This design comes from an exercise in tuning for small area and a short achievable clock period on the open sky130 flow, not from production work.
In this exercise RTL edits were held to simulation tests only and were not proved equivalent to the original.
Power and IR drop assume default switching activity.

==> run a: inputs <==
## alu_top
module alu_top (
    input             clk,
    input      [7:0]  a,
    input      [7:0]  b,
    input      [3:0]  sel,
    output reg [15:0] out
);
clock: 32.0 ns
lec_check: 0
abc_area: 1
cap_margin: 20
core_margin: 2
core_utilization: 60
slew_margin: 20
standard.sh (not shown) runs the stock make flow with config.mk's settings and CLKGATE_MAP_FILE= SYNTH_SCRIPT=/design/flow/synth_recipe.tcl, a recipe that flattens the netlist after the stock synthesis.
==> flow/flow/run.sh <==
#!/bin/bash
# Layout flow: the standard ORFS layout (standard.sh) with these changes:
#  - synthesis is synth_recipe.tcl unchanged except that ABC runs flow/synth.abc;
#  - no Yosys full/half-adder cell mapping (ADDER_MAP_FILE empty), so ABC maps
#    all of the logic;
#  - the resizer keeps a larger setup slack margin, so it sizes the critical
#    paths instead of stopping at the 32 ns constraint;
#  - the smallest buffer (buf_1) on each port.
# Each tool's output goes to a log file in this folder.
set -euo pipefail
W=$(pwd)
MARGIN=$(cat flow/margin.txt 2>/dev/null || echo 24)
{
  echo "proc abc {args} {"
  echo "  set i [lsearch \$args -script]"
  echo "  if {\$i >= 0} { lset args [expr {\$i + 1}] $W/flow/synth.abc }"
  echo "  yosys abc {*}\$args"
  echo "}"
  cat synth_recipe.tcl
} > my_synth.tcl
bash standard.sh SYNTH_SCRIPT=$W/my_synth.tcl ADDER_MAP_FILE= SETUP_SLACK_MARGIN=$MARGIN \
  "BUFFER_PORTS_ARGS=-buffer_cell sky130_fd_sc_hd__buf_1" finish > orfs_make.log 2>&1
cp orfs/logs/*/alu_top/base/*.log . 2>/dev/null || true
==> flow/flow/margin.txt <==
24
==> flow/flow/synth.abc <==
strash
 dch
 map -B 0.9
 topo
 stime -c
==> run b (differences from run a) <==
==> flow/flow/synth.abc (replaced) <==
&get -n
 &st
 &dch
 &nf
 &put
 topo
 stime -c
 buffer -c
 upsize -c
 dnsize -c
==> run c (differences from run a) <==
==> flow/flow/run.sh (replaced) <==
#!/bin/bash
# Standard ORFS layout (the standard.sh) with these changes:
#  - no Yosys full/half-adder cell mapping, so ABC maps all the logic;
#  - the resizer keeps a larger setup margin, so it sizes the critical
#    paths instead of stopping at the 32 ns constraint;
#  - the smallest buffer on each port.
set -euo pipefail
MARGIN=24
bash standard.sh ADDER_MAP_FILE= SETUP_SLACK_MARGIN=$MARGIN \
  "BUFFER_PORTS_ARGS=-buffer_cell sky130_fd_sc_hd__buf_1" finish > orfs_make.log 2>&1
removed: flow/flow/margin.txt
removed: flow/flow/synth.abc
==> run d (differences from run a) <==
==> flow/flow/run.sh (replaced) <==
#!/bin/bash
# Layout flow: the standard ORFS layout (standard.sh) with these changes:
#  - synthesis is synth_recipe.tcl, except that ABC runs flow/synth.abc and
#    Yosys's full/half-adder extraction (extract_fa) is applied only to the
#    adder and multiplier modules (flow/fa_modules.txt), which are kept as
#    separate modules until the end of synthesis (SYNTH_HIERARCHICAL=1) and
#    then flattened by synth_recipe.tcl as usual;
#  - the resizer keeps a larger setup slack margin (flow/margin.txt), so it
#    sizes the critical paths instead of stopping at the 32 ns constraint;
#  - the smallest buffer (buf_1) on each port.
# Each tool's output goes to a log file in this folder.
set -euo pipefail
W=$(pwd)
MARGIN=$(cat flow/margin.txt)
FAMODS=$(cat flow/fa_modules.txt)
{
  echo "proc abc {args} {"
  echo "  set i [lsearch \$args -script]"
  echo "  if {\$i >= 0} { lset args [expr {\$i + 1}] $W/flow/synth.abc }"
  echo "  yosys abc {*}\$args"
  echo "}"
  echo "proc extract_fa {args} { yosys extract_fa {*}\$args $FAMODS }"
  cat synth_recipe.tcl
} > my_synth.tcl
EXTRA=()
[ -n "$FAMODS" ] && EXTRA+=(SYNTH_HIERARCHICAL=1 SYNTH_INSBUF=0)
[ -z "$FAMODS" ] && EXTRA+=(ADDER_MAP_FILE=)
bash standard.sh SYNTH_SCRIPT=$W/my_synth.tcl SETUP_SLACK_MARGIN=$MARGIN "${EXTRA[@]}" \
  "BUFFER_PORTS_ARGS=-buffer_cell sky130_fd_sc_hd__buf_1" finish > orfs_make.log 2>&1
cp orfs/logs/*/alu_top/base/*.log . 2>/dev/null || true
==> flow/flow/fa_modules.txt (new file) <==

==> flow/flow/margin.txt (replaced) <==
25
==> flow/flow/synth.abc (replaced) <==
strash
dch
map -B 0.9
topo
stime -c
buffer -c
upsize -c
dnsize -c
==> summary.md <==
| Metric | Value |
|---|---|
| Core area | 9680 um2 |
| Internal power | 0.108 mW |
| Post-Syn Area | 5940 um2 |
| Status | no timing/DRC/antenna violations |
| Dpl cell area | 6140 um2 |
| Reg power frac | 0.248 |
| Metal2 WL | 6830 um |
| Routed WL per cell | 12.9 um |
| Register area | 721 um2 |
| Seq/Total Area, Yosys | 0.121 |
| Comb pwr | 0.130 mW |
Source of the figures above: run c

==> summary.md <==
| Metric | Value |
|---|---|
| Post-Syn Area | 5080 um2 |
| Register area | 748 um2 |
| Status | no timing/DRC/antenna violations |
| Reg power frac | 0.192 |
| Metal2 WL | 9270 um |
| Core area | 8220 um2 |
| Dpl cell area | 5290 um2 |
| Seq Cell Count | 36 |
| Antenna Nets Post-Route | 0 |
| Bufs w/o clock | 112 |
| Worst R2R Start | b_q[1] |
| Hold Path Sink | out[15] |
| Seq/Total Area, Yosys | 0.142 |
| Vias in the first global route | 5450 |
| Mapped Nets | 765 |
| Routed WL per cell | 22.4 um |
| Crit-path max cell delay | 0.46 ns |
| GPL Wtd Cong | 0.925 |
Source of the figures above: run b

==> summary.md <==
| Metric | Value |
|---|---|
| Metal2 WL | 7280 um |
| Crit path from | out[14] |
| Comb pwr | 0.137 mW |
| Core area | 9680 um2 |
| Seq/Total Area, Yosys | 0.121 |
| R2R setup slack | 25.62 ns |
| Internal power | 0.114 mW |
| Routed WL per cell | 13.3 um |
| Register area | 744 um2 |
| Dpl cell area | 6140 um2 |
| Status | no timing/DRC/antenna violations |
| Reg power frac | 0.244 |
Source of the figures above: run d

==> summary.md <==
| Metric | Value |
|---|---|
| Status | no timing/DRC/antenna violations |
| Adder-cell share of the synthesized area | 0.00369 |
| Seq/Total Area, Yosys | 0.133 |
| Multi-input combinational area share | 0.697 |
| Initial DRT Pass Iterations | 9 |
| Post-Syn Area | 5430 um2 |
| Metal2 WL | 7670 um |
| Multi-In Gates | 907 |
| GRT Overall Usage | 0.359 |
| Fin crit period | 7.17 ns |
| Routed WL per cell | 13.7 um |
| Comb pwr | 0.127 mW |
| Internal power | 0.109 mW |
| Core area | 8760 um2 |
| Complex-gate fraction of the synthesized area | 0.132 |
Source of the figures above: run a

## afterwards: timing with drivers on the ports
The flow's constraints put no driver on any port. The routed layouts listed below were extracted and timed again, unchanged, in two steps. Step 1 assumes that a clkbuf_16 drives the clock port and a buf_2 every other input. Step 2 also shifts input and output timing later by t, the mid clock arrival at the registers, as if the neighbouring blocks saw the same clock. Slacks: ideal / step 1 / step 2; pairs: ideal / step 1.
run	shift t [ns]	setup WS [ns]	worst setup path after step 2	worst register clock-pin slew, ns
run a	0.336	24.827 / 24.793 / 24.859	register to register	0.10 / 0.10
run b	0.345	22.787 / 22.787 / 22.787	register to register	0.11 / 0.11
run c	0.340	24.851 / 24.816 / 25.021	register to register	0.08 / 0.08
run d	0.333	24.875 / 24.841 / 25.174	register to output	0.08 / 0.08
After both steps every run listed still meets setup and hold.
